This is an optimization exercise on Yosys and OpenROAD, whose aim is small area, a short achievable clock period and few clock cycles per item, not a production implementation. Only simulation tests tie the RTL to the original design; equivalence was not proved. No activity file was given, so power comes from the tool's default toggle rates.

==> flow/design.v, too long to show whole: its modules and the start of the top module <==
// module booth: 2680 lines
module booth(clk, rst, inp, mtpr, mtpd, done, adds, subs, prod);
  // ...
==> flow/flow/run.sh <==
#!/bin/bash
# The standard layout (standard.sh) with two changes:
#  - synthesis runs Yosys's synth with -noabc, so the early "abc -fast" does not remap the
#    generated adder trees before extract_fa; the full adders then come out without the
#    inverters that the remapped polarity needs. Everything else in the synthesis script
#    (synth_recipe.tcl, ORFS synth.tcl, flatten, renaming) is unchanged, so are the registers.
#  - the port buffers that global placement inserts are sky130_fd_sc_hd__buf_4 instead of
#    the delay cell buffer_ports picks by default.
# Each tool's output goes to its own log in this folder (make's to flow_make.log; ORFS
# keeps per-step logs under orfs/logs).
set -euo pipefail
here=$(pwd)
sed 's/yosys synth -nofsm -noshare /yosys synth -nofsm -noshare -noabc /' synth_recipe.tcl > my_synth.tcl
grep -q -- '-noabc' my_synth.tcl
sed "s#SYNTH_SCRIPT=[^ ]*#SYNTH_SCRIPT=$here/my_synth.tcl#" standard.sh > my_standard.sh
grep -q "SYNTH_SCRIPT=$here/my_synth.tcl" my_standard.sh
export BUFFER_PORTS_ARGS="-buffer_cell sky130_fd_sc_hd__buf_4"
bash my_standard.sh > flow_make.log 2>&1
==> flow/standard.sh <==
#!/bin/bash
# synth_recipe.tcl (not shown) runs the flow's synth.tcl, then flattens the netlist and writes it again
# the make line also repeats each setting of config.mk as NAME=value (left out here)
make -C /OpenROAD-flow-scripts/flow DESIGN_CONFIG=/design/flow/config.mk WORK_HOME=/design/flow/orfs CLKGATE_MAP_FILE= SYNTH_SCRIPT=/design/flow/synth_recipe.tcl "${@:-finish}"
==> flow/config.mk <==
export PLATFORM = sky130hd
export DESIGN_NAME = booth
export DESIGN_NICKNAME = booth
export VERILOG_FILES = /design/flow/design.v
export SDC_FILE = /design/flow/constraint.sdc
export NUM_CORES = 4
export LEC_CHECK = 0
export CAP_MARGIN = 20
export CORE_MARGIN = 2
export CORE_UTILIZATION = 40
export PLACE_DENSITY = 0.6
export SETUP_SLACK_MARGIN = 0.3
export SLEW_MARGIN = 20
==> flow/constraint.sdc <==
create_clock -name core_clock -period 6.0 [get_ports {clk}]
set_input_delay 1.2000 -clock core_clock [delete_from_list [all_inputs] [get_ports {clk}]]
set_output_delay 1.2000 -clock core_clock [all_outputs]
set_load 0.01 [all_outputs]
==> results.cfg, run 1 <==
[die]
row_count = 95
die_h_um = 264
tap_cells = 873
ios = 144
die_area_mm2 = 0.0698

[clock_network]
clkTransAtPathRegs_ns = 0.06
holdBufCountCts = 0
cts_tree = built
cts.path.max_buffers = 2

[power_and_ir_drop]
powerComb_mw = 15.7
combinationalPowerShare_pct = 80.7

[layout]
bufAreaShareNonClock_pct = 6.41
largest_cell_class = multi-input combinational cells
largest_register = q
seq_cell_count = 126
final_common_cell = xnor2_1
multi_input_area_mm2 = 0.0215
nClkBuffers = 20

[critical_path]
crit_fanout = 16
path_class = in2reg
critical_path_required_ns = 6.22
critPathMaxStageDelay_ns = 0.59

[yosys]
ys_top_cells_by_area = fa_1 35%, xnor2_1 17%, edfxtp_1 14%
synth_compound_area_share_pct = 15.8
synthTopCellsByCount = 529 x xnor2_1, 473 x fa_1, 466 x a22oi_1, 211 x clkbuf_1, 135 x ha_1
yosys.area.top_type_share_pct = 35.0
avgSynthCellArea_um2 = 11.1

[placed_design]
pre_cts_slack_ns = 0.180
hpwl_mm = 63.2

[global_route]
grt-ovfl-total = 0
grt_max_degree = 68

[timing]
hold_violations = 0
tightest_slew_ns = 0.865
fin_crit_sh_pct = 90.1

[detailed_routing]
drc_errors = 0
ant_nets = 0
dr.pass1.iters = 6

[worst_hold_path]
holdCritPathClass = in2reg
min_from = mtpr[30]
hold_path_end = sgn

[status]
status = finished clean
Testbench counts, summed over its fixed seeds: cycles 2,400, items 2,400.
==> run 2, diff against run 1 <==
--- a/flow/config.mk
+++ b/flow/config.mk
@@ -11,3 +11,3 @@
 export PLACE_DENSITY = 0.6
-export SETUP_SLACK_MARGIN = 0.3
+export SETUP_SLACK_MARGIN = 2.0
 export SLEW_MARGIN = 20
==> run 2 against run 1 <==
Effect of this change:
- first-iteration DRC count grew 26%
- still clean on timing, DRC and antenna
- non-clock buffer count is 234 higher
- die area unchanged
- utilization up 12 points
- hold slack worse by 0.018 ns
- sequential power barely moved
- power is 24% higher
- area after synthesis is the same
- count of clock-buffer cells in the layout decreased by 2
- largest power group unchanged
- largest cell class unchanged
- synthesized cell count unchanged
==> results.cfg, run 2 <==
[clock_network]
cts_buffers = 17
cts_tree = built
clock_sinks = 126
holdBufCountCts = 0
cts_max_level = 4
cts.path.max_buffers = 2
root_buffer = clkbuf_16
clkTransAtPathRegs_ns = 0.06

[die]
die_area_mm2 = 0.0698
coreArea_mm2 = 0.0672
row_count = 95
initial_core_util_pct = 40.3
ios = 144
die_width_um = 264
die_h_um = 264

[power_and_ir_drop]
p_leak_nw = 13.2
peakVddDrop_v = 0.000690
power_density_mw_per_mm2 = 653
swShare_pct = 45.1
combinationalPowerShare_pct = 84.1
p_sw_mw = 10.9
total_power_mw = 24.2
p_int_mw = 13.3
p_clk_share_pct = 4.5
seqPwrFrac_pct = 11.4

[timing]
finalSetupViolations = 0
hold_violations = 0
max_freq_ghz = 0.204
slew_viol_final = 0
tightest_slew_ns = 0.862
tns_ns = 0
fin_crit_sh_pct = 81.8
rsz0062_at_grt = yes
finalCriticalPeriod_ns = 4.91
slew-limit-headroom_pct = 42.5

[layout]
largest_register = q
multi_input_area_mm2 = 0.0259
final_util_pct = 55.1
regArea_mm2 = 0.00378
mostFrequentLayoutCells = 441 x xnor2_1, 313 x fa_2, 284 x buf_4
area_growth_pct = 36.6
largest_reg_flops = 121
fill_cells = 5370
final_common_cell = xnor2_1
num-nets-final = 3319
drive_above_1_share_pct = 52.3
reg_top3 = q x121, half x4, sgn x1

[critical_path]
cpMaxStageDelayCell = fa_1
crit_arrival_ns = 3.71
path_buf_inv = 2
crit_chain = fa_1 -> ha_4 -> nand4_1 -> o41a_1 -> a311oi_4 -> nor3_4 -> o21ai_2 -> buf_4 -> xor2_1 -> buf_4
cpMostUsedCell = buf_4
start_kind = flip-flop
path_delay_family = compound AO/OA/AOI/OAI gates
critPathMaxStageDelay_ns = 0.55
crit_path_start = q[59]
critical_path_required_ns = 4.80
path_class = reg2out
cp-end-kind = output pin
crit_fanout = 5

[flow_run]
cap_violations = 0

[global_route]
antenna_found_initial = 3
grt_pass1_vias = 24448
track_usage_pct = 31.1
grt_pass1_wl_mm = 160
grt_max_degree = 55
grt-ovfl-total = 0

[worst_hold_path]
hold_path_depth = 1
hold_path_end = sgn
holdCritPathClass = in2reg
min_from = mtpr[30]

[status]
status = finished clean

[yosys]
synthTopCellsByCount = 529 x xnor2_1, 473 x fa_1, 466 x a22oi_1, 211 x clkbuf_1, 135 x ha_1
postSynthCellCount = 2449
yosys.area.top_type_share_pct = 35.0
yosys.cell_types.count = 61
synth-edff-count = 126
yosysWarningCount = 1
avgSynthCellArea_um2 = 11.1
ys_top_cells_by_area = fa_1 35%, xnor2_1 17%, edfxtp_1 14%
yosysMostFrequentCell = xnor2_1
synth_area_mm2 = 0.0271
synthArstFlopShare_pct = 0
synth_ff_type = edfxtp_1
ys_seq_elements = 126
yosysTopAreaCell = fa_1
yosysSeqAreaShare_pct = 14.0

[detailed_routing]
wirelength_mm = 109
ant_nets = 0
vias_per_cell = 6.41
drc_errors = 0
wire_per_inst_um = 30.8
vias = 22610
dr.pass1.iters = 8
drt_iter0_drc = 2769

[placed_design]
hpwl_mm = 61.9
port_buffers = 137
gp_congestion = 0.863
==> run 2: cell counts after synthesis <==
No cell type changed its count.
==> run 2: worst max path at each step <==
stage / end / slack [ns] / cells past startpoint
2_1_floorplan: q[37] / 0.81 / 14
3_3_place_gp: q[75] / 0.40 / 12
3_5_place_dp: q[75] / 0.39 / 12
4_1_cts: prod[55] / 1.01 / 10
5_1_grt: prod[56] / 0.93 / 11
6_report: prod[51] / 1.09 / 10
==> run 2: layout make-up <==
| type | instances | area share, % |
|---|---|---|
| timing repair buffer | 469 | 13.8 |
| clock buffer | 18 | 1.16 |
| antenna | 1 | 0.00676 |
| clock inverter | 13 | 0.443 |
| sequential | 126 | 10.2 |
| tap | 873 | 2.95 |
| multi-input combinational | 1921 | 69.9 |
| inverter | 109 | 1.44 |
==> run 2: stage by stage <==
stage	std cells	instance area, um2	hold WS, ns	worst slack (ns)
2_1_floorplan	2451	29000	1.30	0.806
3_3_place_gp	3207	29700	1.63	0.396
3_5_place_dp	3207	29700	1.64	0.386
4_1_cts	3468	35500	1.09	1.01
5_1_grt	3529	37000	1.12	0.934
6_report	3530	37000	1.14	1.09
==> run 2: repair_timing <==
item	4_1_cts	5_1_grt
pin swaps	392	221
cloned	31	5
resized for setup	634	190
endpoints found under the setup margin	148	148
buffers inserted	199	56
==> run 2: cell families (layout without fill, tap and decap cells) <==
| kind of cell | after synthesis | in the layout | share of synthesized area, % |
|---|---|---|---|
| flops | 126 | 126 | 14.0 |
| other cells | 2 | 5 | 0.0277 |
| compound gates | 573 | 573 | 15.8 |
| buf+inv | 430 | 609 | 6.90 |
| fa+ha+maj | 608 | 608 | 41.2 |
| mux | 46 | 72 | 1.88 |
| simple gates | 97 | 97 | 1.92 |
| xor+xnor | 567 | 567 | 18.3 |
==> run 2: power by group through the flow <==
stage               clock network [mW]  logic (mW)  registers, mW
finish                            1.09        20.3           2.76
global route                      1.16        22.5           2.81
CTS                               1.13        19.4           2.75
detailed placement                   0        16.8           2.76
global placement                     0        16.5           2.74
floorplan                            0        12.0           2.70
==> run 2: routing by layer <==
layer / part of all wire [%] / up-vias / global-route usage (%) / wire length, um
met1: 35 / 11490 / 36.8 / 37800
li1: - / 8836 / - / -
met2: 45 / 1695 / 47.5 / 48500
met3: 12 / 585 / 10.9 / 13300
met5: 0.028 / - / 0.485 / 30
met4: 8.3 / 4 / 21.0 / 9070
==> run 3, diff against run 2 <==
--- a/flow/config.mk
+++ b/flow/config.mk
@@ -11,3 +11,3 @@
 export PLACE_DENSITY = 0.6
-export SETUP_SLACK_MARGIN = 2.0
+export SETUP_SLACK_MARGIN = 1.5
 export SLEW_MARGIN = 20
==> run 3 against run 2 <==
Effect of this change:
- maximum frequency shrank 0.86%
- die area is the same
- routed wire length shrank 1.1%
- cell area shrank 2.2%
- critical endpoint is now prod[55]
- largest power group unchanged
==> results.cfg, run 3 <==
[layout]
final_common_cell = xnor2_1
area_growth_pct = 33.6
largest_reg_flops = 121
drive_above_1_share_pct = 49.4
mostFrequentLayoutCells = 440 x xnor2_1, 293 x buf_4, 281 x fa_2
num-nets-final = 3290
reg_top3 = q x121, half x4, sgn x1
largest_register = q
fill_cells = 5499

[worst_hold_path]
holdCritPathClass = in2reg

[clock_network]
holdBufCountCts = 0
root_buffer = clkbuf_16
clkTransAtPathRegs_ns = 0.06
clock_sinks = 126
cts_tree = built
cts_max_level = 4
cts.path.max_buffers = 2
cts_buffers = 17

[critical_path]
path_class = reg2out
critical_path_required_ns = 4.80
crit_arrival_ns = 3.75
start_kind = flip-flop
cp-end-kind = output pin
crit_fanout = 5

[yosys]
postSynthCellCount = 2449
yosys.cell_types.count = 61
avgSynthCellArea_um2 = 11.1
yosysMostFrequentCell = xnor2_1
synth_area_mm2 = 0.0271
synth_ff_type = edfxtp_1
synth-edff-count = 126
yosysSeqAreaShare_pct = 14.0
yosysWarningCount = 1
yosys.area.top_type_share_pct = 35.0
ys_seq_elements = 126
ys_top_cells_by_area = fa_1 35%, xnor2_1 17%, edfxtp_1 14%
synthArstFlopShare_pct = 0
synthTopCellsByCount = 529 x xnor2_1, 473 x fa_1, 466 x a22oi_1, 211 x clkbuf_1, 135 x ha_1
yosysTopAreaCell = fa_1

[placed_design]
gp_congestion = 0.863
port_buffers = 137
hpwl_mm = 61.9
pre_cts_slack_ns = 0.386

[timing]
finalWorstSetupSlack_ns = 1.05
max_freq_ghz = 0.202
finalCriticalPeriod_ns = 4.95
tns_ns = 0
hold_violations = 0
slew-limit-headroom_pct = 42.6
rsz0062_at_grt = yes
finalSetupViolations = 0
fin_crit_sh_pct = 82.6
slew_viol_final = 0
tightest_slew_ns = 0.861

[die]
die_area_mm2 = 0.0698
coreArea_mm2 = 0.0672
die_width_um = 264
row_count = 95
initial_core_util_pct = 40.3
die_h_um = 264
ios = 144

[global_route]
track_usage_pct = 30.0
antenna_found_initial = 2
grt_pass1_wl_mm = 155
grt-ovfl-total = 0
met3_usage_pct = 9.66
grt_pass1_vias = 24071
grtUsageMet1_pct = 36.3
grt_max_degree = 55
gr-max-usage-layer = met2
grt_util_met2_pct = 45.7

[detailed_routing]
vias = 22509
ant_nets = 0
wirelength_mm = 107
drc_errors = 0
drt_iter0_drc = 2519
vias_per_cell = 6.43
dr.pass1.iters = 6
wire_per_inst_um = 30.7

[power_and_ir_drop]
power_density_mw_per_mm2 = 646
p_leak_nw = 13.0
peakVddDrop_v = 0.000703

[flow_run]
cap_violations = 0

[status]
status = finished clean
-- run 3: cell type report --
cell class | count | area (um2) | share of cell area (%)
clock inverter | 13 | 164 | 0.453
tap | 873 | 1090 | 3.02
inverter | 109 | 517 | 1.43
sequential | 126 | 3780 | 10.5
multi-input combinational | 1921 | 25600 | 70.7
clock buffer | 18 | 429 | 1.19
timing repair buffer | 440 | 4600 | 12.7
antenna | 2 | 5.00 | 0.0138
-- run 3: critical path: stages (launching register included) --
cell	delay, ns
edfxtp_1	0.40
fa_1	0.54
ha_4	0.32
nand4_1	0.21
o41a_1	0.50
a311oi_4	0.46
nor3_4	0.16
o2111ai_2	0.23
a31oi_1	0.13
xnor2_1	0.16
buf_4	0.14
-- run 3: where the power goes --
| part | switching (mW) | internal (mW) |
|---|---|---|
| Clock | 0.440 | 0.649 |
| Combinational | 9.98 | 9.54 |
| Sequential | 0.219 | 2.53 |
-- run 3: stage by stage --
stage	area, um2	power, mW	utilization (%)	instances	hold WS, ns
after floorplan	29000	14.7	-	2451	1.30
after global placement	29700	19.2	44.3	3207	1.63
after detailed placement	29700	19.5	44.3	3207	1.64
after CTS	34100	22.3	50.7	3416	1.09
after global routing	36200	25.6	53.9	3500	1.11
final	36200	23.4	53.9	3502	1.13
-- run 3: per-layer routing --
metal | up-vias | routed length, um
met5 | - | 74
met2 | 1661 | 47700
met4 | 6 | 8890
met1 | 11454 | 37500
li1 | 8783 | -
met3 | 605 | 13300
-- run 3: final timing paths --
path              endpoint  startpoint  depth (start not counted)
hold / removal         sgn    mtpr[30]                          1
setup / recovery  prod[55]       q[62]                         10
-- run 3: repair_timing --
action                     in CTS  in global routing
resized for setup             423                276
hold endpoints to repair        0                  0
setup endpoints to repair     115                108
buffers inserted              149                 79
pin swaps                     289                277
cloned                         29                  5
-- run 3: cells by family (layout without fill, tap and decap cells) --
family	Yosys count	count (layout)	synth area share (%)
AND/OR/NAND/NOR	97	97	1.92
other	2	6	0.0277
XOR/XNOR	567	567	18.3
AO/OA/AOI/OAI	573	573	15.8
adder cells (fa/ha/maj)	608	608	41.2
buffers and inverters	430	580	6.90
multiplexers	46	72	1.88
flip-flops	126	126	14.0
==> run 4, diff against run 3 <==
--- a/flow/config.mk
+++ b/flow/config.mk
@@ -11,3 +11,3 @@
 export PLACE_DENSITY = 0.6
-export SETUP_SLACK_MARGIN = 1.5
+export SETUP_SLACK_MARGIN = 1.2
 export SLEW_MARGIN = 20
==> run 4 against run 3 <==
Effect of this change:
- setup slack got worse by 0.14 ns
- count of clock-buffer cells in the layout decreased by 1
- cell area is 9.8% lower
- largest power group unchanged
- power is 8.3% lower
- hold slack lost 0.050 ns
- via count fell by 6.0%
- sequential power is essentially flat
- maximum frequency decreased by 2.7%
- still clean on timing, DRC and antenna
==> results.cfg, run 4 <==
[die]
row_count = 95
initial_core_util_pct = 40.3
die_h_um = 264
coreArea_mm2 = 0.0672
die_area_mm2 = 0.0698
ios = 144
die_width_um = 264

[layout]
area_growth_pct = 20.5
num-nets-final = 3144
reg_top3 = q x121, half x4, sgn x1
largest_reg_flops = 121
fill_cells = 5870
mostFrequentLayoutCells = 506 x xnor2_1, 331 x a22oi_1, 274 x fa_1
final_common_cell = xnor2_1
regArea_mm2 = 0.00378
drive_above_1_share_pct = 34.5
multi_input_area_mm2 = 0.0240
largest_register = q

[placed_design]
port_buffers = 137
hpwl_mm = 62.0
gp_congestion = 0.884

[yosys]
ys_seq_elements = 126
synthArstFlopShare_pct = 0
postSynthCellCount = 2449
synth_area_mm2 = 0.0271
yosys.area.top_type_share_pct = 35.0
synthTopCellsByCount = 529 x xnor2_1, 473 x fa_1, 466 x a22oi_1, 211 x clkbuf_1, 135 x ha_1
yosysTopAreaCell = fa_1
yosys.cell_types.count = 61
synth-edff-count = 126
synth_ff_type = edfxtp_1
yosysWarningCount = 1
avgSynthCellArea_um2 = 11.1
yosysMostFrequentCell = xnor2_1
ys_top_cells_by_area = fa_1 35%, xnor2_1 17%, edfxtp_1 14%
yosysSeqAreaShare_pct = 14.0

[status]
status = finished clean

[detailed_routing]
dr.pass1.iters = 6
drc_errors = 0
ant_nets = 0
maxUsedRoutingLayer = met5
wl_met1_mm = 35.9
vias_per_cell = 6.31
drt_iter0_drc = 2568
wl_met2_mm = 45.7
wire_per_inst_um = 28.8
vias = 21169
wl_met3_mm = 9.94
wirelength_mm = 96.7

[clock_network]
clock_sinks = 126
cts.path.max_buffers = 2
root_buffer = clkbuf_16
clkTransAtPathRegs_ns = 0.06
cts_max_level = 4
cts_buffers = 17
cts_tree = built

[timing]
rsz0062_at_grt = yes
hold_slack_ns = 1.08
hold_violations = 0
finalCriticalPeriod_ns = 5.09
tightest_slew_ns = 0.842
max_freq_ghz = 0.196
slew-limit-headroom_pct = 43.9
fin_crit_sh_pct = 84.9
slew_viol_final = 0
finalSetupViolations = 0
tns_ns = 0

[critical_path]
cp-end-kind = output pin
critPathMaxStageDelay_ns = 0.54
crit_arrival_ns = 3.89
cpMostUsedCell = ha_1
cpMaxStageDelayCell = a211oi_2
path_buf_inv = 1
crit_fanout = 5
path_class = reg2out
crit_chain = ha_1 -> ha_1 -> nand4_1 -> nor3_1 -> nand2_1 -> a211oi_2 -> nor3_4 -> o2111ai_2 -> a31oi_1 -> xnor2_1 -> buf_4
start_kind = flip-flop
path_delay_family = simple AND/OR/NAND/NOR gates
critical_path_required_ns = 4.80

[worst_hold_path]
hold_path_end = q[79]
holdCritPathClass = in2reg
min_from = inp
hold_path_depth = 1

[power_and_ir_drop]
peakVddDrop_v = 0.000602
total_power_mw = 21.4
power_density_mw_per_mm2 = 656
p_leak_nw = 11.6

[global_route]
grt_max_degree = 66
track_usage_pct = 27.3
antenna_found_initial = 3
grt-ovfl-total = 0
grt_pass1_vias = 22716
grt_pass1_wl_mm = 143

[flow_run]
cap_violations = 0
==> run 4: how the worst max path moves through the flow <==
stage	from	end	slack, ns	cells past startpoint
after global placement	mtpr[5]	q[75]	0.45	13
after floorplan	mtpr[3]	q[37]	0.81	14
after CTS	q[64]	prod[55]	1.01	11
after detailed placement	mtpr[5]	q[75]	0.43	11
after global routing	q[49]	prod[55]	0.76	11
final	q[80]	prod[55]	0.91	11
==> run 4: layout make-up <==
| cell class | instances | share of cell area, % |
|---|---|---|
| Tap cell | 873 | 3.35 |
| Timing Repair Buffer | 298 | 8.26 |
| Antenna cell | 1 | 0.00767 |
| Multi-Input combinational cell | 1917 | 73.6 |
| Inverter | 109 | 1.41 |
| Clock buffer | 17 | 1.30 |
| Sequential cell | 126 | 11.6 |
| Clock inverter | 15 | 0.452 |
==> run 4: through the flow <==
stage / instance area, um2 / cells / util, % / setup slack (ns)
4_1_cts: 31400 / 3283 / 46.7 / 1.01
3_3_place_gp: 29700 / 3203 / 44.3 / 0.452
5_1_grt: 32600 / 3355 / 48.6 / 0.764
6_report: 32600 / 3356 / 48.6 / 0.907
2_1_floorplan: 29000 / 2451 / - / 0.806
3_5_place_dp: 29700 / 3203 / 44.3 / 0.425
==> run 4: power breakdown <==
group	internal, mW	leakage [nW]	switching (mW)
combinational	8.49	10.1	9.16
sequential	2.53	1.23	0.202
clock	0.604	0.272	0.440
==> run 4: timing repair <==
item,in CTS,in global routing
resized for setup,94,126
endpoints found under the setup margin,59,68
hold buffers,0,0
pin swaps,40,74
buffers inserted,34,64
gates cloned,14,8
==> run 4: layer usage <==
metal | up-vias | GRT usage [%]
li1 | 8457 | -
met2 | 1359 | 43.9
met4 | 4 | 14.4
met1 | 11010 | 33.9
met5 | - | 0
met3 | 339 | 6.88
==> run 4: cells by family after synthesis <==
| kind of cell | count (synthesis) | share of synthesized area [%] |
|---|---|---|
| fa+ha+maj | 608 | 41.2 |
| compound gates | 573 | 15.8 |
| mux | 46 | 1.88 |
| other cells | 2 | 0.0277 |
| flops | 126 | 14.0 |
| xor+xnor | 567 | 18.3 |
| buf+inv | 430 | 6.90 |
| simple gates | 97 | 1.92 |
==> run 5, diff against run 4 <==
--- a/flow/config.mk
+++ b/flow/config.mk
@@ -7,2 +7,3 @@
 export LEC_CHECK = 0
+export ABC_AREA = 1
 export CAP_MARGIN = 20
==> run 5 against run 4 <==
Effect of this change:
- synthesized cell count is 18% higher
- utilization decreased by 0.71 points
- via count rose by 6.1%
- flip-flop and latch count stayed put
- still clean on timing, DRC and antenna
- global-route usage rose by 0.25 points
- maximum frequency up 5.7%
- cell area is 0.64% higher
- clock power is essentially flat
- non-clock buffer count is 70 higher
==> results.cfg, run 5 <==
[status]
status = finished clean

[global_route]
grt_pass1_wl_mm = 146
grt_max_degree = 72
grt-ovfl-total = 0
grt_pass1_vias = 23424
antenna_found_initial = 1
track_usage_pct = 27.6

[detailed_routing]
vias_per_cell = 5.78
drt_iter0_drc = 2013
ant_nets = 0
wirelength_mm = 97.4
wire_per_inst_um = 25.1
dr.pass1.iters = 6
drc_errors = 0
vias = 22459

[clock_network]
cts_tree = built
cts_max_level = 4
clock_sinks = 126
clkTransAtPathRegs_ns = 0.06
cts.path.max_buffers = 2
root_buffer = clkbuf_16
cts_buffers = 17

[worst_hold_path]
holdCritPathClass = in2reg

[layout]
drive_above_1_share_pct = 24.5
area_growth_pct = 18.7
antenna_cells = 0
mostFrequentLayoutCells = 504 x xor2_1, 430 x o22ai_1, 299 x nand2_1, 299 x fa_1, 286 x buf_4
num-nets-final = 3618
fill_cells = 6251
reg_top3 = q x121, half x4, sgn x1
final_common_cell = xor2_1
stdcell_area_mm2 = 0.0328
largest_register = q
largest_reg_flops = 121
regArea_mm2 = 0.00378
multi_input_area_mm2 = 0.0226

[yosys]
yosys.area.top_type_share_pct = 34.2
yosysWarningCount = 1
postSynthCellCount = 2880
yosysMostFrequentCell = xor2_1
yosysTopAreaCell = fa_1
synth_area_mm2 = 0.0277
synthTopCellsByCount = 516 x xor2_1, 473 x fa_1, 465 x o22ai_1, 303 x nand2_1, 234 x inv_1
ys_seq_elements = 126
synthArstFlopShare_pct = 0
synth_ff_type = edfxtp_1
yosys.cell_types.count = 38
ys_top_cells_by_area = fa_1 34%, xor2_1 16%, edfxtp_1 14%
synth-edff-count = 126
avgSynthCellArea_um2 = 9.61
yosysSeqAreaShare_pct = 13.7

[die]
die_h_um = 267
row_count = 96
coreArea_mm2 = 0.0686
die_width_um = 267
die_area_mm2 = 0.0713
ios = 144
initial_core_util_pct = 40.3

[timing]
hold_violations = 0
hold_slack_ns = 0.994
tightest_slew_ns = 0.992
finalCriticalPeriod_ns = 4.82
slew-limit-headroom_pct = 33.8
fin_crit_sh_pct = 80.3
max_freq_ghz = 0.208
rsz0062_at_grt = yes
finalSetupViolations = 0
slew_viol_final = 0
tns_ns = 0

[critical_path]
crit_fanout = 6
path_class = in2reg
crit_arrival_ns = 5.05
path_delay_family = adder cells
start_kind = primary input
path_buf_inv = 4
cpMostUsedCell = fa_2
critical_path_required_ns = 6.23
cpMaxStageDelayCell = fa_2
crit_chain = buf_16 -> clkinv_8 -> ha_4 -> mux2i_4 -> buf_12 -> bufbuf_16 -> o22ai_1 -> xor2_1 -> fa_2 -> fa_2 -> fa_2 -> fa_2 -> fa_2 -> fa_2
cp-end-kind = flip-flop
critPathMaxStageDelay_ns = 0.54

[placed_design]
hpwl_mm = 70.1
placed_area_mm2 = 0.0306
gp_congestion = 0.950
port_buffers = 137

[power_and_ir_drop]
p_leak_nw = 13.9
total_power_mw = 20.1
power_density_mw_per_mm2 = 612
peakVddDrop_v = 0.000509

[flow_run]
cap_violations = 0
==> run 5: cell count changes after synthesis, sizes merged, moves of 8 or more <==
| cell | previous run | this run |
|---|---|---|
| a211oi | 8 | 0 |
| a21o | 15 | 6 |
| a21oi | 23 | 66 |
| a22oi | 466 | 0 |
| buf | 110 | 192 |
| clkbuf | 211 | 134 |
| inv | 109 | 239 |
| mux2 | 38 | 0 |
| nand2 | 30 | 314 |
| nand3 | 9 | 52 |
| nor2 | 13 | 85 |
| o22ai | 0 | 465 |
| xnor2 | 529 | 1 |
| xor2 | 38 | 516 |
==> run 5: cells by family (layout without fill, tap and decap cells) <==
| group | Yosys count | in the layout | synth area share [%] |
|---|---|---|---|
| buf+inv | 566 | 638 | 9.14 |
| mux | 14 | 14 | 0.507 |
| fa+ha+maj | 608 | 608 | 40.3 |
| xor+xnor | 517 | 517 | 16.4 |
| flops | 126 | 126 | 13.7 |
| simple gates | 465 | 465 | 7.10 |
| other cells | 2 | 4 | 0.0271 |
| compound gates | 582 | 582 | 12.8 |
==> run 5: power breakdown <==
part / internal (mW) / switching (mW) / leakage, nW / total [mW]
Combinational: 7.40 / 9.04 / 12.4 / 16.4
Clock: 0.600 / 0.440 / 0.256 / 1.04
Sequential: 2.46 / 0.180 / 1.23 / 2.64
Total: 10.5 / 9.66 / 13.9 / 20.1
==> run 5: cell type report <==
class                      instances  area share [%]
clock buffer                      19            1.32
sequential                       126            11.5
inverter                         240            3.00
multi-input combinational       2190            68.8
timing repair buffer             368            11.5
tap                              931            3.55
clock inverter                    11           0.366
==> run 5: metrics by stage <==
stage                     instances  utilization, %  setup slack (ns)
after floorplan                2882               -              1.00
after global placement         3767            44.6             0.459
after detailed placement       3767            44.6             0.470
after CTS                      3850            46.8              1.19
after global routing           3885            47.9              1.13
final                          3885            47.9              1.18
==> run 5: what timing repair did <==
item / in CTS / in global routing
hold buffers: 0 / 0
resized for setup: 57 / 93
cloned: 11 / 3
pin swaps: 18 / 63
buffers inserted: 42 / 32
endpoints found under the setup margin: 81 / 45
==> run 5: final timing paths <==
check,from,end,slack [ns],depth (start not counted)
min,mtpr[1],q[1],0.99,1
max,mtpr[7],q[75],1.18,14
==> run 5: per-layer routing <==
layer	track usage, %	part of all wire, %	vias up
met4	11.8	3.9	2
met2	46.0	49	1139
met1	35.6	39	11447
met3	4.08	7.9	200
li1	-	-	9671
met5	0	0.012	-
==> run 6, diff against run 5 <==
--- a/flow/config.mk
+++ b/flow/config.mk
@@ -7,3 +7,2 @@
 export LEC_CHECK = 0
-export ABC_AREA = 1
 export CAP_MARGIN = 20
@@ -12,3 +11,3 @@
 export PLACE_DENSITY = 0.6
-export SETUP_SLACK_MARGIN = 1.2
+export SETUP_SLACK_MARGIN = 0.8
 export SLEW_MARGIN = 20
==> run 6 against run 5 <==
Effect of this change:
- via count down 11%
- global-route usage down 2.5 points
- area after synthesis down 2.1%
- die area down 2.1%
- hold slack better by 0.20 ns
- critical path depth down 2
- routed wire length down 10%
- count of clock-buffer cells in the layout unchanged
- cell area down 10%
- setup slack worse by 0.27 ns
- sequential power up 3%
- power down 2.5%
- critical endpoint unchanged
- largest cell class unchanged
==> results.cfg, run 6 <==
[global_route]
grt-ovfl-total = 0
track_usage_pct = 25.1
antenna_found_initial = 1
grt_max_degree = 67
grt_pass1_wl_mm = 133
grt_pass1_vias = 21898

[yosys]
yosysSeqAreaShare_pct = 14.0
synthTopCellsByCount = 529 x xnor2_1, 473 x fa_1, 466 x a22oi_1, 211 x clkbuf_1, 135 x ha_1
yosysWarningCount = 1
avgSynthCellArea_um2 = 11.1
synth_ff_type = edfxtp_1
synth-edff-count = 126
postSynthCellCount = 2449
yosys.area.top_type_share_pct = 35.0
synth_area_mm2 = 0.0271
yosysTopAreaCell = fa_1
yosys.cell_types.count = 61
ys_top_cells_by_area = fa_1 35%, xnor2_1 17%, edfxtp_1 14%
synthArstFlopShare_pct = 0
yosysMostFrequentCell = xnor2_1
ys_seq_elements = 126

[die]
die_width_um = 264
die_h_um = 264
row_count = 95
initial_core_util_pct = 40.3
die_area_mm2 = 0.0698
ios = 144
coreArea_mm2 = 0.0672

[placed_design]
hpwl_mm = 61.2
port_buffers = 137
gp_congestion = 0.888

[timing]
hold_slack_ns = 1.19
tightest_slew_ns = 1.00
max_freq_ghz = 0.196
finalSetupViolations = 0
slew-limit-headroom_pct = 32.8
slew_viol_final = 0
finalCriticalPeriod_ns = 5.09
rsz0062_at_grt = no
tns_ns = 0
fin_crit_sh_pct = 84.8
hold_violations = 0

[layout]
num-nets-final = 3037
fill_cells = 6193
largest_reg_flops = 121
final_common_cell = xnor2_1
area_growth_pct = 8.85
largest_register = q
antenna_cells = 0
drive_above_1_share_pct = 16.9
mostFrequentLayoutCells = 528 x xnor2_1, 438 x a22oi_1, 426 x fa_1
reg_top3 = q x121, half x4, sgn x1

[clock_network]
holdBufCountCts = 0
cts.path.max_buffers = 2
cts_max_level = 4
root_buffer = clkbuf_16
clkTransAtPathRegs_ns = 0.06
cts_tree = built
clock_sinks = 126
cts_buffers = 17

[critical_path]
critical_path_required_ns = 6.22
cp-end-kind = flip-flop
start_kind = primary input
crit_arrival_ns = 5.31
crit_fanout = 18
path_class = in2reg

[detailed_routing]
ant_nets = 0
dr.pass1.iters = 7
wire_per_inst_um = 26.9
vias = 20008
vias_per_cell = 6.17
drc_errors = 0
drt_iter0_drc = 2162
wirelength_mm = 87.2

[worst_hold_path]
min_from = mtpr[30]
hold_path_end = sgn
hold_path_depth = 1
holdCritPathClass = in2reg

[flow_run]
cap_violations = 0

[status]
status = finished clean

[power_and_ir_drop]
peakVddDrop_v = 0.000411
power_density_mw_per_mm2 = 665
p_leak_nw = 10.8
==> run 6: worst max-delay path by stage <==
| stage | from | end | slack (ns) | depth (start not counted) |
|---|---|---|---|---|
| floorplan | mtpr[7] | q[46] | 0.79 | 13 |
| global placement | mtpr[7] | q[75] | 0.43 | 13 |
| detailed placement | mtpr[7] | q[75] | 0.32 | 13 |
| CTS | q[47] | prod[55] | 0.80 | 11 |
| global route | mtpr[5] | q[75] | 0.79 | 14 |
| finish | mtpr[21] | q[75] | 0.91 | 12 |
==> run 6: power by group <==
group / leakage, nW / switching (mW) / internal [mW]
sequential: 1.23 / 0.204 / 2.53
combinational: 9.28 / 8.52 / 7.37
clock: 0.261 / 0.387 / 0.592
total: 10.8 / 9.11 / 10.5
==> run 6: cell type report <==
cell class	instances	area, um2	area share, %
clock buffer	19	433	1.47
tap	873	1090	3.70
inverter	109	409	1.39
clock inverter	9	98.8	0.335
timing repair buffer	211	1750	5.95
sequential	126	3780	12.8
multi-input combinational	1897	21900	74.3
==> run 6: kinds of logic after synthesis <==
kind of cell               after synthesis  synth area share, %
AOI/OAI and AO/OA                      573                 15.8
xor gates and xnor gates               567                 18.3
adders and majority gates              608                 41.2
buffers and inverters                  430                 6.90
DFF                                    126                 14.0
muxes                                   46                 1.88
other                                    2               0.0277
and+or+nand+nor                         97                 1.92
==> run 6: repair_timing <==
item,4_1_cts,5_1_grt
setup buffers,1,3
gates resized for setup,2,15
setup endpoints to repair,3,21
gates cloned,0,2
pin swaps,1,4
==> run 6: per-layer routing <==
layer	GRT usage [%]	vias to the layer above	part of all wire, %
met3	6.78	270	11
met1	32.2	10237	39
li1	-	8197	-
met4	10.6	2	4.1
met2	40.0	1302	47
met5	0	-	0.015
==> run 6: metrics by stage <==
stage / cell area (um2) / total power, mW / worst slack (ns) / instances / util [%]
after global placement: 28800 / 18.3 / 0.432 / 3210 / 42.9
after CTS: 29400 / 19.8 / 0.801 / 3239 / 43.7
final: 29500 / 19.6 / 0.911 / 3244 / 43.9
after global routing: 29500 / 21.8 / 0.787 / 3244 / 43.9
after detailed placement: 28800 / 18.7 / 0.322 / 3210 / 42.9
after floorplan: 27600 / 14.2 / 0.787 / 2451 / -
==> run 6: critical path: stages <==
cell,delay [ns]
buf_4,0.14
inv_2,0.10
ha_1,0.14
mux2_2,0.57
buf_4,0.35
a22oi_1,0.11
xnor2_1,0.23
fa_1,0.47
fa_1,0.63
fa_2,0.47
fa_1,0.41
fa_1,0.47
==> run 7, diff against run 6 <==
--- a/flow/config.mk
+++ b/flow/config.mk
@@ -11,3 +11,3 @@
 export PLACE_DENSITY = 0.6
-export SETUP_SLACK_MARGIN = 0.8
+export SETUP_SLACK_MARGIN = 1.0
 export SLEW_MARGIN = 20
==> run 7 against run 6 <==
Effect of this change:
- still clean on timing, DRC and antenna
- clock power grew 15%
- flip-flop and latch count is the same
- combinational power grew 5%
==> results.cfg, run 7 <==
[status]
status = finished clean

[power_and_ir_drop]
p_clk_share_pct = 5.5
seqPwrFrac_pct = 13.3
p_leak_nw = 10.8
power_density_mw_per_mm2 = 674
p_int_mw = 11.1
combinationalPowerShare_pct = 81.2
swShare_pct = 45.8
peakVddDrop_v = 0.000783
p_sw_mw = 9.40

[die]
die_area_mm2 = 0.0698
ios = 144
coreArea_mm2 = 0.0672
row_count = 95
initial_core_util_pct = 40.3
die_h_um = 264
die_width_um = 264

[timing]
rsz0062_at_grt = yes
finalSetupViolations = 0
finalCriticalPeriod_ns = 5.01
slew-limit-headroom_pct = 38.7
slew_viol_final = 0
fin_crit_sh_pct = 83.6
tightest_slew_ns = 0.920
tns_ns = 0
hold_violations = 0
max_freq_ghz = 0.199

[yosys]
ys_seq_elements = 126
yosys.area.top_type_share_pct = 35.0
avgSynthCellArea_um2 = 11.1
yosysMostFrequentCell = xnor2_1
yosysWarningCount = 1
ys_top_cells_by_area = fa_1 35%, xnor2_1 17%, edfxtp_1 14%
synth_ff_type = edfxtp_1
synth-edff-count = 126
yosysSeqAreaShare_pct = 14.0
yosys.cell_types.count = 61
synthTopCellsByCount = 529 x xnor2_1, 473 x fa_1, 466 x a22oi_1, 211 x clkbuf_1, 135 x ha_1
synthArstFlopShare_pct = 0
postSynthCellCount = 2449
yosysTopAreaCell = fa_1
synth_area_mm2 = 0.0271

[detailed_routing]
dr.pass1.iters = 5
ant_nets = 0
drt_iter0_drc = 1964
drc_errors = 0
wirelength_mm = 89.4
wire_per_inst_um = 27.6
vias_per_cell = 6.17
vias = 19973

[global_route]
track_usage_pct = 25.7
grt_pass1_vias = 22182
grt-ovfl-total = 0
antenna_found_initial = 1
grt_max_degree = 66
grt_pass1_wl_mm = 136

[critical_path]
cpMaxStageDelayCell = a311oi_4
crit_chain = fa_1 -> ha_2 -> nand2_1 -> nor4_4 -> nand2_2 -> a311oi_4 -> nor3_4 -> buf_12 -> o2111ai_4 -> a31oi_1 -> xnor2_1 -> buf_4
path_class = reg2out
crit_arrival_ns = 3.81
start_kind = flip-flop
critPathMaxStageDelay_ns = 0.52
path_buf_inv = 2
cp-end-kind = output pin
crit_fanout = 5
critical_path_required_ns = 4.80
path_delay_family = adder cells

[layout]
final_util_pct = 45.3
mostFrequentLayoutCells = 526 x xnor2_1, 385 x a22oi_1, 348 x fa_1
largest_reg_flops = 121
largest_register = q
reg_top3 = q x121, half x4, sgn x1
fill_cells = 6112
area_growth_pct = 12.4
num-nets-final = 3027
final_common_cell = xnor2_1
drive_above_1_share_pct = 23.7

[placed_design]
hpwl_mm = 59.8
port_buffers = 137
gp_congestion = 0.860

[worst_hold_path]
holdCritPathClass = in2reg

[clock_network]
clkTransAtPathRegs_ns = 0.06
cts.path.max_buffers = 2
holdBufCountCts = 0
cts_buffers = 17
cts_tree = built
root_buffer = clkbuf_16
clock_sinks = 126
cts_max_level = 4

[flow_run]
cap_violations = 0
-- run 7: kinds of logic (layout without fill, tap and decap cells) --
group           after synthesis  count (layout)  share of synthesized area (%)
mux                          46              52                           1.88
xor+xnor                    567             567                           18.3
fa+ha+maj                   608             608                           41.2
compound gates              573             573                           15.8
flops                       126             126                           14.0
simple gates                 97              97                           1.92
other cells                   2               5                         0.0277
buf+inv                     430             338                           6.90
-- run 7: worst paths after layout --
check / start / end / slack [ns] / cells after the start
worst min-delay path: mtpr[1] / q[1] / 1.0 / 1
worst max-delay path: q[71] / prod[55] / 0.99 / 12
-- run 7: power groups by stage --
stage / Clock [mW] / Combinational, mW / Sequential (mW)
3_3_place_gp: 0 / 16.0 / 2.74
4_1_cts: 1.17 / 16.8 / 2.74
2_1_floorplan: 0 / 11.8 / 2.70
5_1_grt: 1.20 / 19.0 / 2.79
3_5_place_dp: 0 / 16.2 / 2.76
6_report: 1.13 / 16.7 / 2.73
-- run 7: routing by layer --
| metal | part of all wire [%] | up-vias | GRT usage [%] |
|---|---|---|---|
| met5 | 0 | - | 0.139 |
| met4 | 5.5 | 0 | 13.8 |
| met3 | 9.2 | 280 | 6.06 |
| met2 | 48 | 1125 | 41.7 |
| met1 | 38 | 10388 | 31.7 |
| li1 | - | 8180 | - |
-- run 7: final cells by class --
type | instances | area (um2) | share of cell area, %
clock buffer | 18 | 429 | 1.41
clock inverter | 14 | 191 | 0.629
inverter | 109 | 414 | 1.36
antenna | 1 | 2.50 | 0.00822
multi-input combinational | 1901 | 22800 | 75.0
timing repair buffer | 197 | 1700 | 5.59
tap | 873 | 1090 | 3.59
sequential | 126 | 3780 | 12.4
-- run 7: what timing repair did --
item	in CTS	in global routing
resized for setup	24	38
endpoints found under the setup margin	18	45
setup buffers	6	7
pin swaps	18	22
cloned	0	6
-- run 7: stage by stage --
| step | power [mW] | instances | setup slack (ns) | instance area, um2 | hold slack (ns) |
|---|---|---|---|---|---|
| after floorplan | 14.5 | 2451 | 0.810 | 28400 | 1.30 |
| after global placement | 18.7 | 3187 | 0.487 | 29200 | 1.50 |
| after detailed placement | 19.0 | 3187 | 0.475 | 29200 | 1.50 |
| after CTS | 20.7 | 3225 | 0.939 | 30000 | 0.968 |
| after global routing | 23.0 | 3239 | 0.788 | 30500 | 0.993 |
| final | 20.5 | 3239 | 0.986 | 30500 | 0.998 |
==> run 8, diff against run 7 <==
--- a/flow/config.mk
+++ b/flow/config.mk
@@ -7,2 +7,3 @@
 export LEC_CHECK = 0
+export ABC_AREA = 1
 export CAP_MARGIN = 20
@@ -11,3 +12,3 @@
 export PLACE_DENSITY = 0.6
-export SETUP_SLACK_MARGIN = 1.0
+export SETUP_SLACK_MARGIN = 0.9
 export SLEW_MARGIN = 20
==> run 8 against run 7 <==
Effect of this change:
- critical path depth is the same
- synthesized cell count grew 18%
- die area grew 2.1%
- first-iteration DRC count grew 10%
- largest power group unchanged
==> results.cfg, run 8 <==
[status]
status = finished clean

[clock_network]
cts_setup_buffers = 0
holdBufCountCts = 0
cts-resized-gates = 0
cts_max_level = 4
root_buffer = clkbuf_16
cts_buffers = 17
cts.path.max_buffers = 2
clkTransAtPathRegs_ns = 0.06
cts_tree = built
clock_sinks = 126

[die]
ios = 144
die_area_mm2 = 0.0713
die_width_um = 267
die_h_um = 267
coreArea_mm2 = 0.0686
row_count = 96
initial_core_util_pct = 40.3

[yosys]
synth_xor_area_share_pct = 16.4
yosysWarningCount = 1
yosys.area.top_type_share_pct = 34.2
synth_top_family_by_area = adder cells
synth-edff-count = 126
synth_area_mm2 = 0.0277
synthMuxAreaShare_pct = 0.507
synthAdderAreaFrac_pct = 40.3
ys_seq_elements = 126
yosys.cell_types.count = 38
synth_compound_area_share_pct = 12.8
synthTopCellsByCount = 516 x xor2_1, 473 x fa_1, 465 x o22ai_1, 303 x nand2_1, 234 x inv_1
post_synth_and_or_nand_nor_area_fraction_pct = 7.10
synth_ff_type = edfxtp_1
avgSynthCellArea_um2 = 9.61
yosysMostFrequentCell = xor2_1
yosysTopAreaCell = fa_1
ys_top_cells_by_area = fa_1 34%, xor2_1 16%, edfxtp_1 14%
synthArstFlopShare_pct = 0
yosysSeqAreaShare_pct = 13.7
postSynthCellCount = 2880

[detailed_routing]
wirelength_mm = 85.8
drc_errors = 0
drt_iter0_drc = 2160
wire_per_inst_um = 22.8
vias_per_cell = 5.80
ant_nets = 0
dr.pass1.iters = 5
vias = 21876

[global_route]
grt-ovfl-total = 0
track_usage_pct = 24.7
grt_pass1_vias = 22966
antenna_found_initial = 4
grt_max_degree = 72
grt_pass1_wl_mm = 134

[timing]
fin_crit_sh_pct = 83.9
finalSetupViolations = 0
tightest_slew_ns = 0.896
rsz0062_at_grt = yes
hold_violations = 0
slew_viol_final = 0
finalCriticalPeriod_ns = 5.03
max_freq_ghz = 0.199
slew-limit-headroom_pct = 40.3
tns_ns = 0

[power_and_ir_drop]
peakVddDrop_v = 0.000299
p_sw_mw = 9.10
seqPwrFrac_pct = 13.9
power_density_mw_per_mm2 = 631
swShare_pct = 48.0
p_int_mw = 9.84
p_clk_share_pct = 6.3
combinationalPowerShare_pct = 79.8
p_leak_nw = 13.0

[critical_path]
crit_fanout = 20
critical_path_required_ns = 6.23
cp-end-kind = flip-flop
path_class = in2reg
crit_arrival_ns = 5.26
start_kind = primary input

[placed_design]
hpwl_mm = 62.6
port_buffers = 137
gp_congestion = 0.901

[layout]
fill_cells = 6481
area_growth_pct = 8.57
final_common_cell = xor2_1
largest_register = q
reg_top3 = q x121, half x4, sgn x1
largest_reg_flops = 121
final_util_pct = 43.8
mostFrequentLayoutCells = 516 x xor2_1, 465 x o22ai_1, 437 x fa_1
num-nets-final = 3499
drive_above_1_share_pct = 13.4

[worst_hold_path]
hold_path_end = q[1]
holdCritPathClass = in2reg
hold_path_depth = 1
min_from = mtpr[1]

[flow_run]
cap_violations = 0
run 8: cells by family (layout without fill, tap and decap cells):
kind of cell | count (synthesis) | in the layout
AND/OR/NAND/NOR | 465 | 465
other | 2 | 6
AO/OA/AOI/OAI | 582 | 582
adder cells (fa/ha/maj) | 608 | 608
flip-flops | 126 | 126
buffers and inverters | 566 | 521
multiplexers | 14 | 14
XOR/XNOR | 517 | 517
run 8: final cells by class:
cell class	count	area, um2	share of cell area (%)
timing repair buffer	249	2000	6.65
clock buffer	18	429	1.43
tap	931	1160	3.88
antenna	2	5.00	0.0167
sequential	126	3780	12.6
clock inverter	14	239	0.796
inverter	240	902	3.00
multi-input combinational	2190	21500	71.6
run 8: worst max-delay path by stage:
stage / startpoint / end / cells after the start
2_1_floorplan: mtpr[3] / q[13] / 13
3_3_place_gp: mtpr[19] / half[3] / 15
3_5_place_dp: mtpr[19] / q[46] / 13
4_1_cts: mtpr[19] / q[44] / 13
5_1_grt: mtpr[21] / q[44] / 12
6_report: mtpr[11] / q[75] / 12
run 8: routing by layer:
| layer | part of all wire, % | vias up | global-route usage [%] |
|---|---|---|---|
| li1 | - | 9422 | - |
| met1 | 41 | 11020 | 33.3 |
| met2 | 45 | 1232 | 37.4 |
| met3 | 11 | 198 | 7.54 |
| met4 | 2.8 | 4 | 8.84 |
| met5 | 0.031 | - | 0 |
run 8: worst max-delay path, cell delays in order:
cell and delay (ns):
buf_4 0.12, buf_6 0.30, mux2i_2 0.29, buf_4 0.29, o22ai_1 0.12, xor2_1 0.20, fa_1 0.50, fa_1 0.49
fa_2 0.44, fa_2 0.48, fa_2 0.36, fa_1 0.47
run 8: per-stage QoR:
stage               area [um2]  cells  hold slack, ns  worst slack (ns)  total power [mW]
floorplan                28000   2882            1.30             0.880              13.9
global placement         29300   3736            1.45             0.452              17.5
detailed placement       29300   3736            1.45             0.367              17.8
CTS                      30000   3768           0.912             0.902              19.2
global route             30000   3769           0.933             0.867              21.4
finish                   30000   3770           0.950             0.965              18.9
run 8: power groups by stage:
stage	clock, mW	combinational, mW	sequential (mW)
after floorplan	0	11.3	2.62
after global placement	0	14.9	2.65
after detailed placement	0	15.2	2.65
after CTS	1.23	15.4	2.64
after global routing	1.26	17.4	2.69
final	1.20	15.1	2.63
==> run 9, diff against run 8 <==
--- a/flow/config.mk
+++ b/flow/config.mk
@@ -7,3 +7,2 @@
 export LEC_CHECK = 0
-export ABC_AREA = 1
 export CAP_MARGIN = 20
==> run 9 against run 8 <==
Effect of this change:
- still clean
- routed wire length increased by 2.8%
- cell area decreased by 1.1%
- area after synthesis decreased by 2.1%
- sequential share of layout area increased by 0.14 points
- first-iteration DRC count increased by 1.7%
- combinational power increased by 7%
- setup slack improved by 0.025 ns
- critical path depth decreased by 1
- critical path type unchanged
- critical endpoint is now q[73]
==> results.cfg, run 9 <==
[critical_path]
cp-end-kind = flip-flop
critical_path_required_ns = 6.24
crit_fanout = 16
start_kind = primary input
crit_arrival_ns = 5.25
path_class = in2reg

[layout]
drive_above_1_share_pct = 18.7
fill_cells = 6157
largest_register = q
reg_top3 = q x121, half x4, sgn x1
final_common_cell = xnor2_1
largest_reg_flops = 121
mostFrequentLayoutCells = 528 x xnor2_1, 418 x a22oi_1, 409 x fa_1
area_growth_pct = 9.68
num-nets-final = 3025

[clock_network]
clock_sinks = 126
clkTransAtPathRegs_ns = 0.06
root_buffer = clkbuf_16
cts_max_level = 4
holdBufCountCts = 0
cts_buffers = 17
cts_tree = built
cts.path.max_buffers = 2

[die]
die_area_mm2 = 0.0698
ios = 144
coreArea_mm2 = 0.0672
row_count = 95
die_width_um = 264
initial_core_util_pct = 40.3
die_h_um = 264

[placed_design]
port_buffers = 137
hpwl_mm = 60.2
gp_congestion = 0.864

[yosys]
synth_area_mm2 = 0.0271
yosysTopAreaCell = fa_1
synthTopCellsByCount = 529 x xnor2_1, 473 x fa_1, 466 x a22oi_1, 211 x clkbuf_1, 135 x ha_1
yosys.area.top_type_share_pct = 35.0
ys_top_cells_by_area = fa_1 35%, xnor2_1 17%, edfxtp_1 14%
avgSynthCellArea_um2 = 11.1
yosysWarningCount = 1
postSynthCellCount = 2449
yosysSeqAreaShare_pct = 14.0
ys_seq_elements = 126
synthArstFlopShare_pct = 0
yosys.cell_types.count = 61
synth-edff-count = 126
yosysMostFrequentCell = xnor2_1
synth_ff_type = edfxtp_1

[power_and_ir_drop]
peakVddDrop_v = 0.000423
p_leak_nw = 10.7
total_power_mw = 19.9
power_density_mw_per_mm2 = 670

[global_route]
grt_pass1_wl_mm = 135
grt_pass1_vias = 21818
grt-ovfl-total = 0
track_usage_pct = 25.5
grt_max_degree = 67
antenna_found_initial = 1

[timing]
finalCriticalPeriod_ns = 5.01
fin_crit_sh_pct = 83.5
tns_ns = 0
max_freq_ghz = 0.200
tightest_slew_ns = 0.883
slew-limit-headroom_pct = 41.2
slew_viol_final = 0
hold_violations = 0
finalSetupViolations = 0
rsz0062_at_grt = yes

[detailed_routing]
wire_per_inst_um = 27.2
wirelength_mm = 88.2
ant_nets = 0
drc_errors = 0
drt_iter0_drc = 2196
vias_per_cell = 6.18
dr.pass1.iters = 7
vias = 20014

[worst_hold_path]
hold_path_depth = 1
holdCritPathClass = in2reg

[status]
status = finished clean

[flow_run]
cap_violations = 0
run 9: cell types whose count changed after synthesis, sizes merged, moves of 130 or more:
cell | before | now
a22oi | 0 | 466
o22ai | 465 | 0
xnor2 | 1 | 529
nand2 | 314 | 30
xor2 | 516 | 38
inv | 239 | 109
run 9: what timing repair did:
| action | 4_1_cts | 5_1_grt |
|---|---|---|
| gates cloned | 0 | 2 |
| endpoints found under the hold margin | 0 | 0 |
| resized for setup | 8 | 27 |
| buffers inserted | 2 | 0 |
| pin swaps | 3 | 6 |
| setup endpoints to repair | 10 | 34 |
run 9: critical path, stage by stage:
cell	delay, ns
buf_4	0.22
ha_1	0.36
mux2_4	0.43
a22oi_1	0.16
xnor2_1	0.29
fa_2	0.52
fa_1	0.43
fa_1	0.49
fa_1	0.42
fa_1	0.43
ha_1	0.28
run 9: path summary, 6_finish.rpt:
kind | startpoint | to | slack, ns
worst max-delay path | mtpr[7] | q[73] | 0.99
worst min-delay path | inp | q[9] | 0.95
run 9: area by class of cell:
cell class              count  area (um2)  area share [%]
flip-flops and latches    126        3780            12.7
well taps                 873        1090            3.68
repair buffers            199        1630            5.49
clock inverters            14         168           0.564
multi-input cells        1897       22200            74.7
diodes                      1        2.50         0.00842
clock buffers              18         429            1.44
inverters                 109         414            1.39
run 9: power by group:
| part | switching, mW | internal [mW] | leakage (nW) | total [mW] |
|---|---|---|---|---|
| Sequential | 0.202 | 2.53 | 1.23 | 2.73 |
| Clock | 0.431 | 0.649 | 0.280 | 1.08 |
| Combinational | 8.64 | 7.45 | 9.24 | 16.1 |
| Total | 9.28 | 10.6 | 10.7 | 19.9 |
run 9: routing by layer:
metal | GRT usage [%] | routed length (um) | up-vias
li1 | - | - | 8170
met1 | 32.3 | 34200 | 10258
met2 | 40.0 | 40400 | 1290
met5 | 0 | 0 | -
met4 | 13.0 | 4260 | 0
met3 | 6.90 | 9330 | 296
run 9: cell families after synthesis:
| family | count (synthesis) | share of synthesized area [%] |
|---|---|---|
| other | 2 | 0.0277 |
| muxes | 46 | 1.88 |
| AOI/OAI and AO/OA | 573 | 15.8 |
| DFF | 126 | 14.0 |
| and+or+nand+nor | 97 | 1.92 |
| buffers and inverters | 430 | 6.90 |
| xor gates and xnor gates | 567 | 18.3 |
| adders and majority gates | 608 | 41.2 |
run 9: through the flow:
| step | utilization, % | hold slack [ns] | instances | worst slack, ns | instance area (um2) |
|---|---|---|---|---|---|
| final | 44.2 | 0.950 | 3237 | 0.990 | 29700 |
| after global routing | 44.2 | 0.932 | 3237 | 0.854 | 29700 |
| after CTS | 44.0 | 0.912 | 3234 | 0.922 | 29500 |
| after detailed placement | 43.0 | 1.44 | 3200 | 0.426 | 28900 |
| after global placement | 43.0 | 1.44 | 3200 | 0.478 | 28900 |
| after floorplan | - | 1.30 | 2451 | 0.840 | 28000 |
==> run 10, diff against run 9 <==
--- a/flow/config.mk
+++ b/flow/config.mk
@@ -9,5 +9,5 @@
 export CORE_MARGIN = 2
-export CORE_UTILIZATION = 40
-export PLACE_DENSITY = 0.6
-export SETUP_SLACK_MARGIN = 0.9
+export CORE_UTILIZATION = 55
+export PLACE_DENSITY = 0.7
+export SETUP_SLACK_MARGIN = 0.3
 export SLEW_MARGIN = 20
==> run 10 against run 9 <==
Effect of this change:
- critical path depth increased by 2
- flip-flop and latch count did not move
- global-route usage rose by 7.0 points
- sequential share of layout area is 0.37 points higher
- synthesized cell count is the same
- hold slack improved by 0.37 ns
- routed wire length decreased by 10%
- critical endpoint is now q[75]
- largest cell class unchanged
- largest power group unchanged
- highest routed layer unchanged
==> results.cfg, run 10 <==
[yosys]
postSynthCellCount = 2449
synth_area_mm2 = 0.0271
yosysSeqAreaShare_pct = 14.0
synth-edff-count = 126
yosys.area.top_type_share_pct = 35.0
avgSynthCellArea_um2 = 11.1
yosysWarningCount = 1
ys_seq_elements = 126
synth_ff_type = edfxtp_1
ys_top_cells_by_area = fa_1 35%, xnor2_1 17%, edfxtp_1 14%
yosys.cell_types.count = 61
synthArstFlopShare_pct = 0
synthTopCellsByCount = 529 x xnor2_1, 473 x fa_1, 466 x a22oi_1, 211 x clkbuf_1, 135 x ha_1
yosysTopAreaCell = fa_1
yosysMostFrequentCell = xnor2_1

[timing]
fin_crit_sh_pct = 91.4
finalSetupViolations = 0
tightest_slew_ns = 1.15
slew-limit-headroom_pct = 22.3
rsz0062_at_grt = no
max_freq_ghz = 0.182
slew_viol_final = 0
finalCriticalPeriod_ns = 5.48
hold_violations = 0
tns_ns = 0

[layout]
drive_above_1_share_pct = 13.7
fill_cells = 4009
largest_reg_flops = 121
reg_top3 = q x121, half x4, sgn x1
mostFrequentLayoutCells = 529 x xnor2_1, 473 x fa_1, 466 x a22oi_1
area_growth_pct = 6.55
largest_register = q
finalNonFillerCells = 3055
final_common_cell = xnor2_1
num-nets-final = 3053

[detailed_routing]
dr.pass1.iters = 6
drt_iter0_drc = 2232
drc_errors = 0
vias = 19809
wire_per_inst_um = 25.9
wl_met1_mm = 30.1
wl_met3_mm = 9.30
vias_per_cell = 6.48
wirelength_mm = 79.1
ant_nets = 0
wl_met2_mm = 36.2
maxUsedRoutingLayer = met4

[global_route]
grt-ovfl-total = 0
grt_max_degree = 70
grt_pass1_vias = 21406
grt_pass1_wl_mm = 124
antenna_found_initial = 2
track_usage_pct = 32.4

[worst_hold_path]
min_from = mtpd[0]
hold_path_depth = 3
holdCritPathClass = in2reg
hold_path_end = q[0]

[clock_network]
cts.path.max_buffers = 2
holdBufCountCts = 0
cts-resized-gates = 0
clkTransAtPathRegs_ns = 0.06
cts_buffers = 17
cts_tree = built
cts_setup_buffers = 0
root_buffer = clkbuf_16
cts_max_level = 4
clock_sinks = 126

[critical_path]
path_class = in2reg
crit_arrival_ns = 5.70
start_kind = primary input
cp-end-kind = flip-flop
critical_path_required_ns = 6.22
crit_fanout = 25

[flow_run]
cap_violations = 0

[placed_design]
placed_cells = 3023
port_buffers = 137
gp_congestion = 0.930
hpwl_mm = 58.4

[die]
row_count = 81
initial_core_util_pct = 55.6
die_h_um = 226
coreArea_mm2 = 0.0487
ios = 144
die_area_mm2 = 0.0510
die_width_um = 226

[power_and_ir_drop]
seqPwrFrac_pct = 14.4
p_int_mw = 10.2
p_clk_share_pct = 5.1
p_sw_mw = 8.70
power_density_mw_per_mm2 = 656
p_leak_nw = 10.8
swShare_pct = 46.0
peakVddDrop_v = 0.000591
combinationalPowerShare_pct = 80.4

[status]
status = finished clean
[run 10: cell counts after synthesis]
Identical to the previous run, type by type.
[run 10: cell families after synthesis]
group                    count (synthesis)  synth area share (%)
XOR/XNOR                               567                  18.3
multiplexers                            46                  1.88
buffers and inverters                  430                  6.90
adder cells (fa/ha/maj)                608                  41.2
AND/OR/NAND/NOR                         97                  1.92
AO/OA/AOI/OAI                          573                  15.8
other                                    2                0.0277
flip-flops                             126                  14.0
[run 10: per-stage QoR]
step	util [%]	hold WS, ns	power (mW)	setup slack [ns]	instance area [um2]
floorplan	-	1.30	14.1	0.322	27100
global placement	58.1	1.66	17.6	0.189	28300
detailed placement	58.1	1.66	18.0	0.136	28300
CTS	59.2	1.27	19.1	0.662	28900
global route	59.2	1.32	21.3	0.424	28900
finish	59.2	1.32	18.9	0.517	28900
[run 10: final cells by class]
class / count / area, um2 / share of cell area (%)
Antenna cell: 2 / 5.00 / 0.0173
Clock buffer: 19 / 433 / 1.50
Clock inverter: 11 / 96.3 / 0.334
Inverter: 109 / 409 / 1.42
Multi-Input combinational cell: 1895 / 21500 / 74.7
Sequential cell: 126 / 3780 / 13.1
Tap cell: 664 / 831 / 2.88
Timing Repair Buffer: 229 / 1760 / 6.09
[run 10: per-layer routing]
metal	vias up	global-route usage, %
li1	8220	-
met2	1339	50.6
met5	-	0
met1	10015	42.1
met4	0	14.9
met3	235	9.13
[run 10: worst max-delay path by stage]
| stage | startpoint | to | cells after the start |
|---|---|---|---|
| after floorplan | mtpr[3] | q[46] | 14 |
| after global routing | mtpr[9] | q[75] | 13 |
| after detailed placement | mtpr[9] | q[75] | 13 |
| final | mtpr[9] | q[75] | 13 |
| after CTS | mtpr[9] | q[75] | 13 |
| after global placement | mtpr[9] | q[75] | 13 |
[run 10: worst max-delay path, stage by stage]
cell and delay, ns:
buf_4 0.14, inv_1 0.20, ha_1 0.19, mux2_2 0.58, a22oi_1 0.21, xnor2_1 0.18, fa_1 0.45, fa_1 0.55
inv_1 0.08, fa_1 0.49, fa_1 0.45, fa_1 0.56, fa_1 0.41
[run 10: power groups by stage]
| stage | Sequential (mW) | Clock, mW | Combinational (mW) |
|---|---|---|---|
| after floorplan | 2.70 | 0 | 11.4 |
| after global placement | 2.73 | 0 | 14.8 |
| after detailed placement | 2.75 | 0 | 15.3 |
| after CTS | 2.74 | 0.996 | 15.4 |
| after global routing | 2.79 | 1.02 | 17.5 |
| final | 2.73 | 0.971 | 15.2 |
==> run 11, diff against run 10 <==
--- a/flow/flow/run.sh
+++ b/flow/flow/run.sh
@@ -6,3 +6,3 @@
 #    (synth_recipe.tcl, ORFS synth.tcl, flatten, renaming) is unchanged, so are the registers.
-#  - the port buffers that global placement inserts are sky130_fd_sc_hd__buf_4 instead of
+#  - the port buffers that global placement inserts are sky130_fd_sc_hd__buf_2 instead of
 #    the delay cell buffer_ports picks by default.
@@ -16,3 +16,3 @@
 grep -q "SYNTH_SCRIPT=$here/my_synth.tcl" my_standard.sh
-export BUFFER_PORTS_ARGS="-buffer_cell sky130_fd_sc_hd__buf_4"
+export BUFFER_PORTS_ARGS="-buffer_cell sky130_fd_sc_hd__buf_2"
 bash my_standard.sh > flow_make.log 2>&1
--- a/flow/config.mk
+++ b/flow/config.mk
@@ -9,5 +9,5 @@
 export CORE_MARGIN = 2
-export CORE_UTILIZATION = 55
-export PLACE_DENSITY = 0.7
-export SETUP_SLACK_MARGIN = 0.3
+export CORE_UTILIZATION = 40
+export PLACE_DENSITY = 0.6
+export SETUP_SLACK_MARGIN = 0.9
 export SLEW_MARGIN = 20
==> run 11 against run 10 <==
Effect of this change:
- synthesized cell count stayed put
- non-clock buffer count is 10 higher
- still clean
- maximum frequency is 8.1% higher
- global-route usage is 7.2 points lower
==> results.cfg, run 11 <==
[die]
die_width_um = 264
coreArea_mm2 = 0.0672
row_count = 95
initial_core_util_pct = 40.3
ios = 144
die_area_mm2 = 0.0698
die_h_um = 264

[critical_path]
start_kind = primary input
crit_arrival_ns = 5.30
path_class = in2reg
crit_fanout = 13
cp-end-kind = flip-flop
critical_path_required_ns = 6.22

[placed_design]
placed_cells = 3237
hpwl_mm = 61.8
pre_cts_slack_ns = 0.290
placed_area_mm2 = 0.0288
port_buffers = 137
gp_congestion = 0.882

[timing]
finalSetupViolations = 0
slew-limit-headroom_pct = 34.7
fin_crit_sh_pct = 84.5
max_freq_ghz = 0.197
slew_viol_final = 0
tns_ns = 0
rsz0062_at_grt = yes
hold_slack_ns = 1.01
hold_violations = 0
finalWorstSetupSlack_ns = 0.928
finalCriticalPeriod_ns = 5.07
tightest_slew_ns = 0.980

[clock_network]
cts_tree = built
holdBufCountCts = 0
root_buffer = clkbuf_16
clock_sinks = 126
clkTransAtPathRegs_ns = 0.06
cts_max_level = 4
cts.path.max_buffers = 2
cts_buffers = 17

[power_and_ir_drop]
p_leak_nw = 10.9
total_power_mw = 19.4
power_density_mw_per_mm2 = 651
peakVddDrop_v = 0.000455

[detailed_routing]
ant_nets = 0
dr.pass1.iters = 5
wl_met2_mm = 40.7
vias_per_cell = 6.09
vias = 19985
wire_per_inst_um = 27.0
wl_met1_mm = 35.0
maxUsedRoutingLayer = met5
wl_met3_mm = 9.61
drc_errors = 0
drt_iter0_drc = 1996
wirelength_mm = 88.8

[layout]
drive_above_1_share_pct = 20.2
final_common_cell = xnor2_1
mostFrequentLayoutCells = 528 x xnor2_1, 418 x a22oi_1, 409 x fa_1
multi_input_area_mm2 = 0.0223
area_growth_pct = 10.1
largest_register = q
reg_top3 = q x121, half x4, sgn x1
num-nets-final = 3068
stdcell_area_mm2 = 0.0298
finalNonFillerCells = 3283
fill_cells = 6212
final_util_pct = 44.4
largest_reg_flops = 121
regArea_mm2 = 0.00378

[global_route]
grt-ovfl-total = 0
antenna_found_initial = 9
grt_max_degree = 62
grt_pass1_wl_mm = 134
track_usage_pct = 25.3
grt_pass1_vias = 21744

[yosys]
yosys.area.top_type_share_pct = 35.0
ys_seq_elements = 126
synth_ff_type = edfxtp_1
avgSynthCellArea_um2 = 11.1
yosys.cell_types.count = 61
synth-edff-count = 126
yosysMostFrequentCell = xnor2_1
postSynthCellCount = 2449
synthTopCellsByCount = 529 x xnor2_1, 473 x fa_1, 466 x a22oi_1, 211 x clkbuf_1, 135 x ha_1
synth_area_mm2 = 0.0271
yosysWarningCount = 1
yosysSeqAreaShare_pct = 14.0
yosysTopAreaCell = fa_1
synthArstFlopShare_pct = 0
ys_top_cells_by_area = fa_1 35%, xnor2_1 17%, edfxtp_1 14%

[worst_hold_path]
min_from = inp
holdCritPathClass = in2reg
hold_path_depth = 1
hold_path_end = q[9]

[flow_run]
cap_violations = 0

[status]
status = finished clean
[run 11: cell counts after synthesis]
No cell type changed its count.
[run 11: power breakdown]
| group | switching, mW | internal [mW] | total, mW |
|---|---|---|---|
| Combinational | 8.53 | 6.94 | 15.5 |
| Clock | 0.434 | 0.778 | 1.21 |
| Sequential | 0.198 | 2.53 | 2.73 |
[run 11: what timing repair did]
item,in CTS,in global routing
setup endpoints to repair,32,34
pin swaps,5,13
setup buffers,0,5
cloned,0,5
gates resized for setup,10,29
[run 11: layout make-up]
cell class,instances,area share (%)
well taps,873,3.66
flip-flops and latches,126,12.7
clock buffers,18,1.44
inverters,109,1.39
clock inverters,14,0.801
repair buffers,239,5.40
diodes,4,0.0336
multi-input cells,1900,74.6
[run 11: worst max path at each step]
stage                   from        to  slack, ns  depth (start not counted)
floorplan            mtpr[7]     q[46]       0.84                         13
global placement    mtpr[13]     q[67]       0.30                         12
global route           q[64]  prod[55]       0.86                         11
CTS                    q[78]  prod[62]       0.92                         11
detailed placement  mtpr[11]     q[70]       0.29                         12
finish              mtpr[17]     q[31]       0.93                         12
[run 11: cell families after synthesis]
family                     Yosys count  synth area share [%]
and+or+nand+nor                     97                  1.92
other                                2                0.0277
adders and majority gates          608                  41.2
DFF                                126                  14.0
xor gates and xnor gates           567                  18.3
muxes                               46                  1.88
AOI/OAI and AO/OA                  573                  15.8
buffers and inverters              430                  6.90
[run 11: worst max-delay path: stages]
cell and delay [ns]:
clkbuf_4 0.19, inv_2 0.12, ha_1 0.27, mux2_2 0.55
a22oi_1 0.16, xnor2_1 0.20, fa_1 0.44, fa_1 0.47
fa_2 0.44, fa_1 0.56, fa_1 0.41, ha_1 0.28
[run 11: metal layers]
layer	track usage, %	up-vias
met1	32.7	10280
met4	10.2	10
met5	0	-
met3	7.50	254
li1	-	8270
met2	39.6	1171

what the ideal ports hide:
In the flow no input, the clock included, has a driving cell. The finished layouts below were timed again as built, in two steps.
Step 1, drivers: a clkbuf_16 drives clk and a buf_2 each remaining input, both assumed.
Step 2 times the ports against the registers' clock, not the clock port: input delays grow and output delays shrink by t, the midpoint of the rising clock arrivals with the driver on.
Slacks: no drivers / after step 1 / after step 2; pairs: no drivers / after step 1.
run	shift t [ns]	setup slack, ns	latest minus earliest clock arrival (ns)
run 1	0.544	0.593 / 0.610 / 0.065	0.027 / 0.027
run 2	0.561	1.089 / 1.016 / 0.606	0.017 / 0.017
run 3	0.562	1.046 / 0.973 / 0.560	0.018 / 0.018
run 4	0.556	0.907 / 0.841 / 0.509	0.014 / 0.013
run 5	0.552	1.182 / 1.158 / 0.607	0.011 / 0.011
run 6	0.534	0.911 / 0.919 / 0.395	0.010 / 0.010
run 7	0.559	0.986 / 0.920 / 0.516	0.027 / 0.027
run 8	0.550	0.965 / 0.951 / 0.401	0.007 / 0.006
run 9	0.540	0.990 / 0.959 / 0.418	0.013 / 0.013
run 10	0.537	0.517 / 0.516 / -0.021	0.012 / 0.012
run 11	0.543	0.928 / 0.880 / 0.337	0.033 / 0.034
Met with ideal ports but missed after step 2: setup timing in run 10. The setup slack of run 11, which loses most, moves by -0.048 ns with the drivers and by -0.591 ns with both steps.
